This design comes from an exercise in tuning for small area on the open sky130 flow, not from production work. Function was checked by simulation only, so behaviour that the tests miss may differ from the original. No activity file was given, so power comes from the tool's default toggle rates.

## myDAC
module myDAC(input CLOCK,input rst,input [3:0] frequencyPlaceValue,
input [3:0] dutycycle,
input minOrMax,input [2:0] mode,input [1:0] waveform,
input btnC,input btnD,input btnL,
input btnR,input btnU,
input load_B,
output [3:0] an, output dp, output [6:0] seg,
output [3:0] JA,output LED,output warning);
For scale: about 2100 cells after synthesis, ~40 I/O pins.
export LEC_CHECK = 0
export ABC_AREA = 1
export CAP_MARGIN = 20
export CORE_MARGIN = 2
export CORE_UTILIZATION = 55
export CTS_BUF_LIST = sky130_fd_sc_hd__clkbuf_8
export CTS_CLUSTER_DIAMETER = 500
export CTS_CLUSTER_SIZE = 14
export SLEW_MARGIN = 20
create_clock -name core_clock -period 110.0 [get_ports {CLOCK}]
standard.sh (not shown) runs the stock make flow with config.mk's settings and CLKGATE_MAP_FILE= SYNTH_SCRIPT=/design/flow/synth_recipe.tcl, a recipe that flattens the netlist after the stock synthesis.
==> flow/flow/run.sh <==
#!/bin/bash
# Standard synthesis, then the combinational logic is re-mapped for area
# with stronger ABC scripts (flip-flops untouched: same instances, names and
# cell types); the smallest of the re-mapped netlists is laid out with the
# standard flow.
set -euo pipefail
W=$PWD
R=$W/orfs/results/$FLOW_PLATFORM/myDAC/base
bash standard.sh synth > $W/synth_standard.log 2>&1
cp $R/1_2_yosys.v $W/standard_1_2_yosys.v
LIB=$FLOW_HOME/platforms/sky130hd/lib/sky130_fd_sc_hd__tt_025C_1v80.lib
best=""
bestarea=""
for s in 0 1 2 3; do
  mkdir -p $W/reopt_$s
  sed "s/SEED/$s/" $W/flow/area.abc.in > $W/reopt_$s/area.abc
  LIB=$LIB DONTUSE=$W/flow/dontuse.txt IN_V=$W/standard_1_2_yosys.v TOP=$FLOW_TOP \
  OUTDIR=$W/reopt_$s OUT_V=$W/reopt_$s/netlist.v ABC_SCRIPT=$W/reopt_$s/area.abc \
    yosys -c $W/flow/reopt.tcl > $W/reopt_$s/reopt.log 2>&1 &
done
wait
for s in 0 1 2 3; do
  a=$(awk '/Chip area/ {print $NF}' $W/reopt_$s/reopt_stat.txt 2>/dev/null || true)
  echo "seed $s: area $a" >> $W/reopt_choice.log
  if [[ -n "$a" && -s $W/reopt_$s/netlist.v ]]; then
    if [[ -z "$best" ]] || awk -v a="$a" -v b="$bestarea" 'BEGIN {exit !(a < b)}'; then
      best=$s; bestarea=$a
    fi
  fi
done
echo "chosen: seed $best, area $bestarea" >> $W/reopt_choice.log
if [[ -n "$best" ]]; then
  cp $W/reopt_$best/netlist.v $R/1_2_yosys.v
  rm -f $R/1_synth.odb
fi
bash standard.sh finish "BUFFER_PORTS_ARGS=-buffer_cell sky130_fd_sc_hd__buf_1" > $W/layout_standard.log 2>&1
==> flow/flow/area.abc.in <==
strash
&get -n
&deepsyn -T 420 -S SEED
&put
strash
&get -n
&dch -f
&nf -R 1000
&put
==> flow/flow/reopt.tcl <==
# Re-map the combinational logic of the standard synthesis netlist for area.
# Flip-flops stay as they are (same instances, names and cell types).
yosys -import
set lib $::env(LIB)
set dont [exec cat $::env(DONTUSE)]
read_liberty -wb -ignore_miss_func $lib
blackbox =sky130_fd_sc_hd__df* =sky130_fd_sc_hd__edf* =sky130_fd_sc_hd__sdf* =sky130_fd_sc_hd__sedf* =sky130_fd_sc_hd__dl*
read_verilog $::env(IN_V)
hierarchy -top $::env(TOP)
flatten -wb
opt -purge
eval abc -liberty $lib $dont -script $::env(ABC_SCRIPT)
opt_clean -purge
hilomap -singleton -hicell sky130_fd_sc_hd__conb_1 HI -locell sky130_fd_sc_hd__conb_1 LO
insbuf -buf sky130_fd_sc_hd__buf_4 A X
splitnets
opt_clean -purge
tee -o $::env(OUTDIR)/reopt_stat.txt stat -liberty $lib
write_verilog -noattr -nohex -nodec $::env(OUT_V)
Other scripts of this flow, unchanged in this note and not shown: flow/flow/dontuse.txt
The baseline finished clean.
Rerun with:
==> flow/flow/run.sh (replaced) <==
#!/bin/bash
# Standard synthesis, then the combinational logic is re-mapped for area
# with a stronger ABC script (flip-flops untouched), then the standard
# layout from that netlist.
set -euo pipefail
W=$PWD
R=$W/orfs/results/$FLOW_PLATFORM/myDAC/base
bash standard.sh synth > $W/synth_standard.log 2>&1
cp $R/1_2_yosys.v $W/standard_1_2_yosys.v
LIB=$FLOW_HOME/platforms/sky130hd/lib/sky130_fd_sc_hd__tt_025C_1v80.lib \
DONTUSE=$W/flow/dontuse.txt IN_V=$W/standard_1_2_yosys.v TOP=$FLOW_TOP OUTDIR=$W \
OUT_V=$W/reopt_1_2_yosys.v ABC_SCRIPT=$W/flow/area.abc \
  yosys -c $W/flow/reopt.tcl > $W/reopt.log 2>&1
cp $W/reopt_1_2_yosys.v $R/1_2_yosys.v
rm -f $R/1_synth.odb
bash standard.sh finish "BUFFER_PORTS_ARGS=-buffer_cell sky130_fd_sc_hd__buf_1" > $W/layout_standard.log 2>&1
==> flow/flow/area.abc (new file) <==
strash
&get -n
&fraig -x
&put
scorr
dc2
dretime
strash
&get -n
&dch -f
&nf -R 1000
&put
- CORE_UTILIZATION: 55 -> 70
- CTS_BUF_LIST: sky130_fd_sc_hd__clkbuf_8 -> not set
- CTS_CLUSTER_SIZE: 14 -> 25
removed: flow/flow/area.abc.in
Final area rises by about 3%.
Via count grows by about 5%.
Die area came out lower by 18%.
Sequential share of layout area falls by 1.1 points.
Wire length rises by about 2.6%.
Global-route usage rose by 5.7 points.
Utilization climbs by 15 points.
Sequential power rose by about 8%.
Worst hold slack loses 0.011 ns.
Non-clock buffer count goes down by 6.
Rerun with:
==> flow/flow/run.sh (replaced) <==
#!/bin/bash
# Standard synthesis, then the combinational logic is re-mapped for area
# with stronger ABC scripts (flip-flops untouched: same instances, names and
# cell types); the smallest of the re-mapped netlists is laid out with the
# standard flow.
set -euo pipefail
W=$PWD
R=$W/orfs/results/$FLOW_PLATFORM/myDAC/base
bash standard.sh synth > $W/synth_standard.log 2>&1
cp $R/1_2_yosys.v $W/standard_1_2_yosys.v
LIB=$FLOW_HOME/platforms/sky130hd/lib/sky130_fd_sc_hd__tt_025C_1v80.lib
best=""
bestarea=""
for s in 0 1 2 3; do
  mkdir -p $W/reopt_$s
  sed "s/SEED/$s/" $W/flow/area.abc.in > $W/reopt_$s/area.abc
  LIB=$LIB DONTUSE=$W/flow/dontuse.txt IN_V=$W/standard_1_2_yosys.v TOP=$FLOW_TOP \
  OUTDIR=$W/reopt_$s OUT_V=$W/reopt_$s/netlist.v ABC_SCRIPT=$W/reopt_$s/area.abc \
    yosys -c $W/flow/reopt.tcl > $W/reopt_$s/reopt.log 2>&1 &
done
wait
for s in 0 1 2 3; do
  a=$(awk '/Chip area/ {print $NF}' $W/reopt_$s/reopt_stat.txt 2>/dev/null || true)
  echo "seed $s: area $a" >> $W/reopt_choice.log
  if [[ -n "$a" && -s $W/reopt_$s/netlist.v ]]; then
    if [[ -z "$best" ]] || awk -v a="$a" -v b="$bestarea" 'BEGIN {exit !(a < b)}'; then
      best=$s; bestarea=$a
    fi
  fi
done
echo "chosen: seed $best, area $bestarea" >> $W/reopt_choice.log
if [[ -n "$best" ]]; then
  cp $W/reopt_$best/netlist.v $R/1_2_yosys.v
  rm -f $R/1_synth.odb
fi
bash standard.sh finish "BUFFER_PORTS_ARGS=-buffer_cell sky130_fd_sc_hd__buf_1" > $W/layout_standard.log 2>&1
==> flow/flow/area.abc.in (new file) <==
strash
&get -n
&deepsyn -T 420 -S SEED
&put
strash
&get -n
&dch -f
&nf -R 1000
&put
- CORE_UTILIZATION: 70 -> 55
removed: flow/flow/area.abc
The new run completed with no timing, DRC or antenna violations.
Hold slack improves by 0.0037 ns.
Die area increases by 22%.
Global-route usage shrinks by 5.7 points.
Maximum frequency came out higher by 3.3%.
Combinational power falls by 75%.
Final area falls by 3.1%.
Rerun with:
==> flow/flow/run.sh (replaced) <==
#!/bin/bash
# Standard synthesis, then the combinational logic is re-mapped for area
# with a stronger ABC script (flip-flops untouched), then the standard
# layout from that netlist.
set -euo pipefail
W=$PWD
R=$W/orfs/results/$FLOW_PLATFORM/myDAC/base
bash standard.sh synth > $W/synth_standard.log 2>&1
cp $R/1_2_yosys.v $W/standard_1_2_yosys.v
LIB=$FLOW_HOME/platforms/sky130hd/lib/sky130_fd_sc_hd__tt_025C_1v80.lib \
DONTUSE=$W/flow/dontuse.txt IN_V=$W/standard_1_2_yosys.v TOP=$FLOW_TOP OUTDIR=$W \
OUT_V=$W/reopt_1_2_yosys.v ABC_SCRIPT=$W/flow/area.abc \
  yosys -c $W/flow/reopt.tcl > $W/reopt.log 2>&1
cp $W/reopt_1_2_yosys.v $R/1_2_yosys.v
rm -f $R/1_synth.odb
bash standard.sh finish "BUFFER_PORTS_ARGS=-buffer_cell sky130_fd_sc_hd__buf_1" > $W/layout_standard.log 2>&1
==> flow/flow/area.abc (new file) <==
strash
&get -n
&fraig -x
&put
scorr
dc2
dretime
strash
&get -n
&dch -f
&nf -R 1000
&put
- CTS_BUF_LIST: not set -> sky130_fd_sc_hd__clkbuf_8
- CTS_CLUSTER_SIZE: 25 -> 14
removed: flow/flow/area.abc.in
Outcome: Combinational power goes up to 4.0 times its value; non-clock buffer count goes down by 1; global-route usage goes down by 0.81 points; power goes up by 61%; clock-buffer cell count goes up by 9; via count goes up by 4.9%; hold slack improved by 0.0058 ns; utilization hardly moves; sequential power goes up by about 10%.
Rerun with:
==> flow/flow/run.sh (replaced) <==
#!/bin/bash
# Standard synthesis, then the combinational logic is re-mapped for area
# with stronger ABC scripts (flip-flops untouched: same instances, names and
# cell types); the smallest of the re-mapped netlists is laid out with the
# standard flow.
set -euo pipefail
W=$PWD
R=$W/orfs/results/$FLOW_PLATFORM/myDAC/base
bash standard.sh synth > $W/synth_standard.log 2>&1
cp $R/1_2_yosys.v $W/standard_1_2_yosys.v
LIB=$FLOW_HOME/platforms/sky130hd/lib/sky130_fd_sc_hd__tt_025C_1v80.lib
best=""
bestarea=""
for round in 0 1; do
  for k in 0 1 2 3; do
    s=$((round * 4 + k))
    mkdir -p $W/reopt_$s
    sed "s/SEED/$s/" $W/flow/area.abc.in > $W/reopt_$s/area.abc
    LIB=$LIB DONTUSE=$W/flow/dontuse.txt IN_V=$W/standard_1_2_yosys.v TOP=$FLOW_TOP \
    OUTDIR=$W/reopt_$s OUT_V=$W/reopt_$s/netlist.v ABC_SCRIPT=$W/reopt_$s/area.abc \
      yosys -c $W/flow/reopt.tcl > $W/reopt_$s/reopt.log 2>&1 &
  done
  wait
done
for s in 0 1 2 3 4 5 6 7; do
  a=$(awk '/Chip area/ {print $NF}' $W/reopt_$s/reopt_stat.txt 2>/dev/null || true)
  echo "seed $s: area $a" >> $W/reopt_choice.log
  if [[ -n "$a" && -s $W/reopt_$s/netlist.v ]]; then
    if [[ -z "$best" ]] || awk -v a="$a" -v b="$bestarea" 'BEGIN {exit !(a < b)}'; then
      best=$s; bestarea=$a
    fi
  fi
done
echo "chosen: seed $best, area $bestarea" >> $W/reopt_choice.log
if [[ -n "$best" ]]; then
  cp $W/reopt_$best/netlist.v $R/1_2_yosys.v
  rm -f $R/1_synth.odb
fi
bash standard.sh finish "BUFFER_PORTS_ARGS=-buffer_cell sky130_fd_sc_hd__buf_1" > $W/layout_standard.log 2>&1
==> flow/flow/area.abc.in (new file) <==
strash
&get -n
&deepsyn -T 300 -S SEED
&put
strash
&get -n
&dch -f
&nf -R 1000
&put
- CTS_BUF_LIST: sky130_fd_sc_hd__clkbuf_8 -> not set
- CTS_CLUSTER_SIZE: 14 -> 25
removed: flow/flow/area.abc
Result:
- The new run finished with timing, DRC and antenna clean
- routed wire length goes down slightly
- non-clock buffer count goes up by 6
- worst setup slack improves by 1.5 ns
- global-route usage goes up by 1.2 points
- die area goes down by a few percent
- via count goes down by a few percent
- total power goes down by well over a third
- final area goes down by a few percent
- register-to-register slack degrades by 1.7 ns
- clock skew goes up by 0.0092 ns

==> what the ideal ports hide <==
Ports are ideal in the flow. The routed layouts listed here were re-timed in OpenROAD.
Step 1: set_driving_cell puts a clkbuf_16 on CLOCK and a buf_2 on each other input, an assumption about the parent block.
Step 2 moves the port delays by t, midway between the first and last clock arrival at a register: inputs arrive t later, outputs are due t later. That takes back most of the time a late clock gives input paths.
Slacks: no drivers / after step 1 / after step 2; pairs: no drivers / after step 1.
run	t, ns	setup slack, ns	worst setup path at the end	slew at the worst register clock pin (ns)	cell pins on the clock port's net
the first run	0.635	61.326 / 61.304 / 61.304	input to output	0.10 / 0.10	1
the second run	0.557	59.723 / 59.669 / 59.669	input to output	0.11 / 0.11	1
the third run	0.575	61.324 / 61.298 / 61.298	input to output	0.10 / 0.10	1
the fourth run	0.648	59.743 / 59.691 / 59.691	input to output	0.10 / 0.10	1
the fifth run	0.587	61.230 / 61.208 / 61.208	input to output	0.11 / 0.11	1
After both steps setup and hold are still met in every run listed. The setup slack of the second run, which loses most, moves by -0.054 ns with the drivers and by -0.054 ns with both steps.
